This is an optimization exercise on Yosys and OpenROAD, whose aim is small area and a short achievable clock period, not a production implementation.
The RTL was checked by simulation tests, not by an equivalence proof against the original design.

==> inputs of run Z <==
## FIR_Filter_16tap
module FIR_Filter_16tap #(parameter N = 16)(
    input clk, reset, enable,
    input [N-1:0] data_in,
    output [31:0] data_out
);
clock: 16.0 ns
lec_check: 0
cap_margin: 20
core_margin: 2
core_utilization: 70
slew_margin: 20
standard.sh (not shown) runs the stock make flow with config.mk's settings and CLKGATE_MAP_FILE= SYNTH_SCRIPT=/design/flow/synth_recipe.tcl, a recipe that flattens the netlist after the stock synthesis.
==> flow/flow/run.sh <==
#!/bin/bash
# Layout flow: the standard flow with its synthesis netlist replaced by a
# hand-built gate netlist of the same design (flow/hand.py), then
#  - flow/fixpol.py removes inverters around full adders (a full adder is
#    self-dual); the logic function is unchanged;
#  - timing repair aims at a tighter setup margin than the 16 ns clock needs;
#  - ports are buffered with buf_2, and the clock tree uses clkbuf_4/8 with
#    larger sink clusters and no dummy loads.
# The standard synthesis still runs first; if its registers (names and cell
# types) differ from the hand netlist's, its own netlist is kept instead.
set -euo pipefail
MARGIN=${MARGIN:-11}
CTS="-sink_clustering_enable -repair_clock_nets -dont_use_dummy_load -buf_list {sky130_fd_sc_hd__clkbuf_8} -sink_clustering_size 15 -sink_clustering_max_diameter 60"
R=orfs/results/sky130hd/FIR_Filter_16tap/base
bash standard.sh synth > make_synth.log 2>&1
cp $R/1_2_yosys.v std_synth.v
python3 flow/hand.py --pol alt --csC --x1c --cpaA bk -o hand.v > hand.log 2>&1
regs() { grep -o 'dfxtp_1 [^ ]*' "$1" | sort; }
if [[ "$(regs std_synth.v)" == "$(regs hand.v)" ]] && [[ $(regs hand.v | wc -l) -gt 0 ]]; then
  echo "using hand netlist" >> hand.log
  cp hand.v $R/1_2_yosys.v
else
  echo "register mismatch: keeping the standard netlist" >> hand.log
fi
python3 flow/fixpol.py $R/1_2_yosys.v > fixpol.log 2>&1
touch $R/1_2_yosys.v
bash standard.sh finish SETUP_SLACK_MARGIN=$MARGIN "BUFFER_PORTS_ARGS=-buffer_cell sky130_fd_sc_hd__buf_2" "CTS_ARGS=$CTS" > make_finish.log 2>&1
Other scripts of this flow, unchanged in this note and not shown: flow/flow/fixpol.py, flow/flow/hand.py
==> run K (differences from run Z) <==
==> flow/flow/run.sh (replaced) <==
#!/bin/bash
# Layout flow: the standard flow with its synthesis netlist replaced by a
# hand-built gate netlist of the same design (flow/hand.py, the script that
# also wrote rtl/fir_filter_16tap.v, so registers and adder structure match
# the RTL one for one), then
#  - flow/fixpol.py removes inverters around full adders (a full adder is
#    self-dual); the logic function is unchanged;
#  - timing repair aims at a setup margin of 11.3 ns (about a 4.7 ns period)
#    instead of the bare 16 ns clock;
#  - ports are buffered with buf_4 cells, and the clock tree uses clkbuf_8
#    cells, sink clusters of 15 and no dummy loads.
# The standard synthesis still runs first; if its registers (names and cell
# types) differ from the hand netlist's, its own netlist is kept instead.
# Logs: make_synth.log, hand.log, fixpol.log, make_finish.log here, and the
# ORFS logs under orfs/logs.
set -euo pipefail
MARGIN=${MARGIN:-11.3}
CTS="-sink_clustering_enable -repair_clock_nets -dont_use_dummy_load -buf_list {sky130_fd_sc_hd__clkbuf_8} -sink_clustering_size 15 -sink_clustering_max_diameter 60"
R=orfs/results/sky130hd/FIR_Filter_16tap/base
bash standard.sh synth > make_synth.log 2>&1
cp $R/1_2_yosys.v std_synth.v
python3 flow/hand.py --pol alt --csC --x1c --cpaA bk -o hand.v > hand.log 2>&1
regs() { grep -o 'dfxtp_1 [^ ]*' "$1" | sort; }
if [[ "$(regs std_synth.v)" == "$(regs hand.v)" ]] && [[ $(regs hand.v | wc -l) -gt 0 ]]; then
  echo "using hand netlist" >> hand.log
  cp hand.v $R/1_2_yosys.v
else
  echo "register mismatch: keeping the standard netlist" >> hand.log
fi
python3 flow/fixpol.py $R/1_2_yosys.v > fixpol.log 2>&1
touch $R/1_2_yosys.v
bash standard.sh finish SETUP_SLACK_MARGIN=$MARGIN "BUFFER_PORTS_ARGS=-buffer_cell sky130_fd_sc_hd__buf_4" "CTS_ARGS=$CTS" > make_finish.log 2>&1
- CORE_UTILIZATION: 70 -> 62
- PLACE_DENSITY: unset -> 0.75
==> results.yml <==
run_status:
  outcome: "no timing/DRC/antenna violations"
floorplan:
  dieArea_mm2: 0.0234
  tap-cell-count: 280
final_layout:
  multiInputGateArea_mm2: 0.00874
  sh_seq_area: 0.389
  drive_gt1_frac: 0.0704
  signal_buffers: 54
  layout_common_cells: "dfxtp_1 (325), fa_1 (259), nand2_1 (200), nor2_1 (180), inv_1 (116)"
  stdcell_count: 1714
timing:
  fmax_ghz: 0.207
worst_setup_path:
  r2r_start: "y1[2]"
  reg2reg_to: "y1[18]"
  path_delay_family: "compound AO/OA/AOI/OAI gates"
placement:
  place_congestion: 0.824
[end of results for run Z]
==> results.yml <==
final_layout:
  sh_seq_area: 0.376
  stdcell_count: 1776
  multiInputGateArea_mm2: 0.00897
  n_fill_cell: 1741
  signal_buffers: 71
  drive_gt1_frac: 0.105
floorplan:
  tap-cell-count: 324
run_status:
  outcome: "no timing/DRC/antenna violations"
worst_setup_path:
  path_delay_family: "XOR/XNOR gates"
  r2r_start: "y1[0]"
placement:
  place_congestion: 0.837
[end of results for run K]

---

==> delta <==
FIR_Filter_16tap, a different RTL version from the one above (not shown whole).
clock: 16.0 ns
lec_check: 0
cap_margin: 20
core_margin: 2
core_utilization: 62
slew_margin: 20
==> flow/flow/run.sh <==
#!/bin/bash
# Layout flow: the standard flow with its synthesis netlist replaced by a
# hand-built gate netlist of the same design (flow/hand.py, the script that
# also wrote rtl/fir_filter_16tap.v, so registers and adder structure match
# the RTL one for one), then
#  - flow/fixpol.py removes inverters around full adders (a full adder is
#    self-dual); the logic function is unchanged;
#  - timing repair aims at a setup margin of 11.3 ns (about a 4.7 ns period)
#    instead of the bare 16 ns clock;
#  - ports are buffered with buf_4 cells, and the clock tree uses clkbuf_8
#    cells, sink clusters of 15 and no dummy loads.
# The standard synthesis still runs first; if its registers (names and cell
# types) differ from the hand netlist's, its own netlist is kept instead.
# Logs: make_synth.log, hand.log, fixpol.log, make_finish.log here, and the
# ORFS logs under orfs/logs.
set -euo pipefail
MARGIN=${MARGIN:-11.3}
CTS="-sink_clustering_enable -repair_clock_nets -dont_use_dummy_load -buf_list {sky130_fd_sc_hd__clkbuf_8} -sink_clustering_size 15 -sink_clustering_max_diameter 60"
R=orfs/results/sky130hd/FIR_Filter_16tap/base
bash standard.sh synth > make_synth.log 2>&1
cp $R/1_2_yosys.v std_synth.v
python3 flow/hand.py --pol alt --csC --x1c --cpaA bk --gclr --c16ha -o hand.v > hand.log 2>&1
regs() { grep -o 'dfxtp_1 [^ ]*' "$1" | sort; }
if [[ "$(regs std_synth.v)" == "$(regs hand.v)" ]] && [[ $(regs hand.v | wc -l) -gt 0 ]]; then
  echo "using hand netlist" >> hand.log
  cp hand.v $R/1_2_yosys.v
else
  echo "register mismatch: keeping the standard netlist" >> hand.log
fi
python3 flow/fixpol.py $R/1_2_yosys.v > fixpol.log 2>&1
touch $R/1_2_yosys.v
bash standard.sh finish SETUP_SLACK_MARGIN=$MARGIN "BUFFER_PORTS_ARGS=-buffer_cell sky130_fd_sc_hd__buf_4" "CTS_ARGS=$CTS" > make_finish.log 2>&1
Other scripts of this flow, unchanged in this note and not shown: flow/flow/fixpol.py, flow/flow/hand.py
==> quartz: changes against delta <==
--- a/flow/flow/run.sh
+++ b/flow/flow/run.sh
@@ -16,5 +16,5 @@
 set -euo pipefail
 MARGIN=${MARGIN:-11.3}
-CTS="-sink_clustering_enable -repair_clock_nets -dont_use_dummy_load -buf_list {sky130_fd_sc_hd__clkbuf_8} -sink_clustering_size 15 -sink_clustering_max_diameter 60"
+CTS="-sink_clustering_enable -repair_clock_nets -dont_use_dummy_load -buf_list {sky130_fd_sc_hd__clkbuf_8} -sink_clustering_size 12 -sink_clustering_max_diameter 50"
 R=orfs/results/sky130hd/FIR_Filter_16tap/base
 bash standard.sh synth > make_synth.log 2>&1
==> pepper: changes against delta <==
--- a/flow/flow/run.sh
+++ b/flow/flow/run.sh
@@ -9,5 +9,5 @@
 #    instead of the bare 16 ns clock;
 #  - ports are buffered with buf_4 cells, and the clock tree uses clkbuf_8
-#    cells, sink clusters of 15 and no dummy loads.
+#    cells, sink clusters of 18 and no dummy loads.
 # The standard synthesis still runs first; if its registers (names and cell
 # types) differ from the hand netlist's, its own netlist is kept instead.
@@ -16,5 +16,5 @@
 set -euo pipefail
 MARGIN=${MARGIN:-11.3}
-CTS="-sink_clustering_enable -repair_clock_nets -dont_use_dummy_load -buf_list {sky130_fd_sc_hd__clkbuf_8} -sink_clustering_size 15 -sink_clustering_max_diameter 60"
+CTS="-sink_clustering_enable -repair_clock_nets -dont_use_dummy_load -buf_list {sky130_fd_sc_hd__clkbuf_8} -sink_clustering_size 18 -sink_clustering_max_diameter 60"
 R=orfs/results/sky130hd/FIR_Filter_16tap/base
 bash standard.sh synth > make_synth.log 2>&1
==> flow_summary.ini <==
[status]
outcome = finished clean

[clocking]
cts_resized = 16

[timing]
fmax_mhz = 217
period_needed_ns = 4.61

[cells_and_area]
n_fill_cell = 1947
clock_cell_area_share_pct = 2.34
final_cell_count_no_fill = 1768
seq_area_share_pct = 38.2

[global_routing]
grt_pass1_wl_um = 47600

[drt]
vias = 8791

[critical_path]
crit_start = data_in[2]
-- figures above: delta

==> flow_summary.ini <==
[drt]
vias = 8782
drt-pass1-iter-count = 4

[cells_and_area]
nNonClkBuffers = 54
seq_area_share_pct = 38.3
drive_gt1_share_pct = 7.54
multiInputGateArea_um2 = 8800
final_cell_count_no_fill = 1762
n_fill_cell = 1963
clock_cell_area_share_pct = 2.03
regArea_um2 = 6510

[critical_path]
crit_start = data_in[11]

[timing]
finClkSkew_ns = 0.0391
period_needed_ns = 4.59
fmax_mhz = 218

[clocking]
cts_resized = 17
post_cts.repair.setup_buffers = 4

[global_routing]
grt_pass1_wl_um = 47500

[status]
outcome = finished clean

[hold_path]
min_path_type = flip-flop to flip-flop
-- figures above: pepper

==> flow_summary.ini <==
[status]
outcome = finished clean

[critical_path]
crit_start = data_in[7]

[drt]
wl_per_cell_um = 16.5
vias = 8959
routed_wl_um = 29400

[clocking]
clock_path_buffers = 3
cts_resized = 25

[cells_and_area]
clock_cell_area_share_pct = 3.02
fin_util_pct = 69.4
seq_area_share_pct = 37.6
n_fill_cell = 1927

[global_routing]
overflow = 0
grt_pass1_wl_um = 48200

[timing]
fmax_mhz = 216
hold_viol_final = 0
-- figures above: quartz

-- separate check: timing with driven ports --
Ports are ideal in the flow. The routed layouts listed here were re-timed in OpenROAD.
Step 1 sets driving cells, clkbuf_16 on the clock port and buf_2 on the other inputs (assumed; they add their load-dependent delay and slew).
Step 2 adds t to the input delays and takes it off the output delays; t is the mean of the earliest and latest rising clock arrival at the registers after step 1. Input paths then give back, and output paths get back, about the clock's delay inside the block.
a / b / c = no drivers / after step 1 / after step 2; a / b = the first two.
run	t (ns)	setup slack, ns	worst setup path after step 2	clock arrival spread, ns	pins driven straight from the clock port
run Z	0.609	11.162 / 11.186 / 10.577	input to register	0.059 / 0.059	1
run K	0.624	11.193 / 11.215 / 10.591	input to register	0.046 / 0.046	1
delta	0.603	11.388 / 11.408 / 10.805	input to register	0.058 / 0.057	1
quartz	0.563	11.375 / 11.398 / 10.835	input to register	0.050 / 0.050	1
pepper	0.594	11.406 / 11.429 / 10.835	input to register	0.040 / 0.040	1
After both steps every run listed still meets setup and hold. For run K, which loses most, drivers alone change the setup slack by +0.022 ns; drivers and shift together by -0.602 ns.
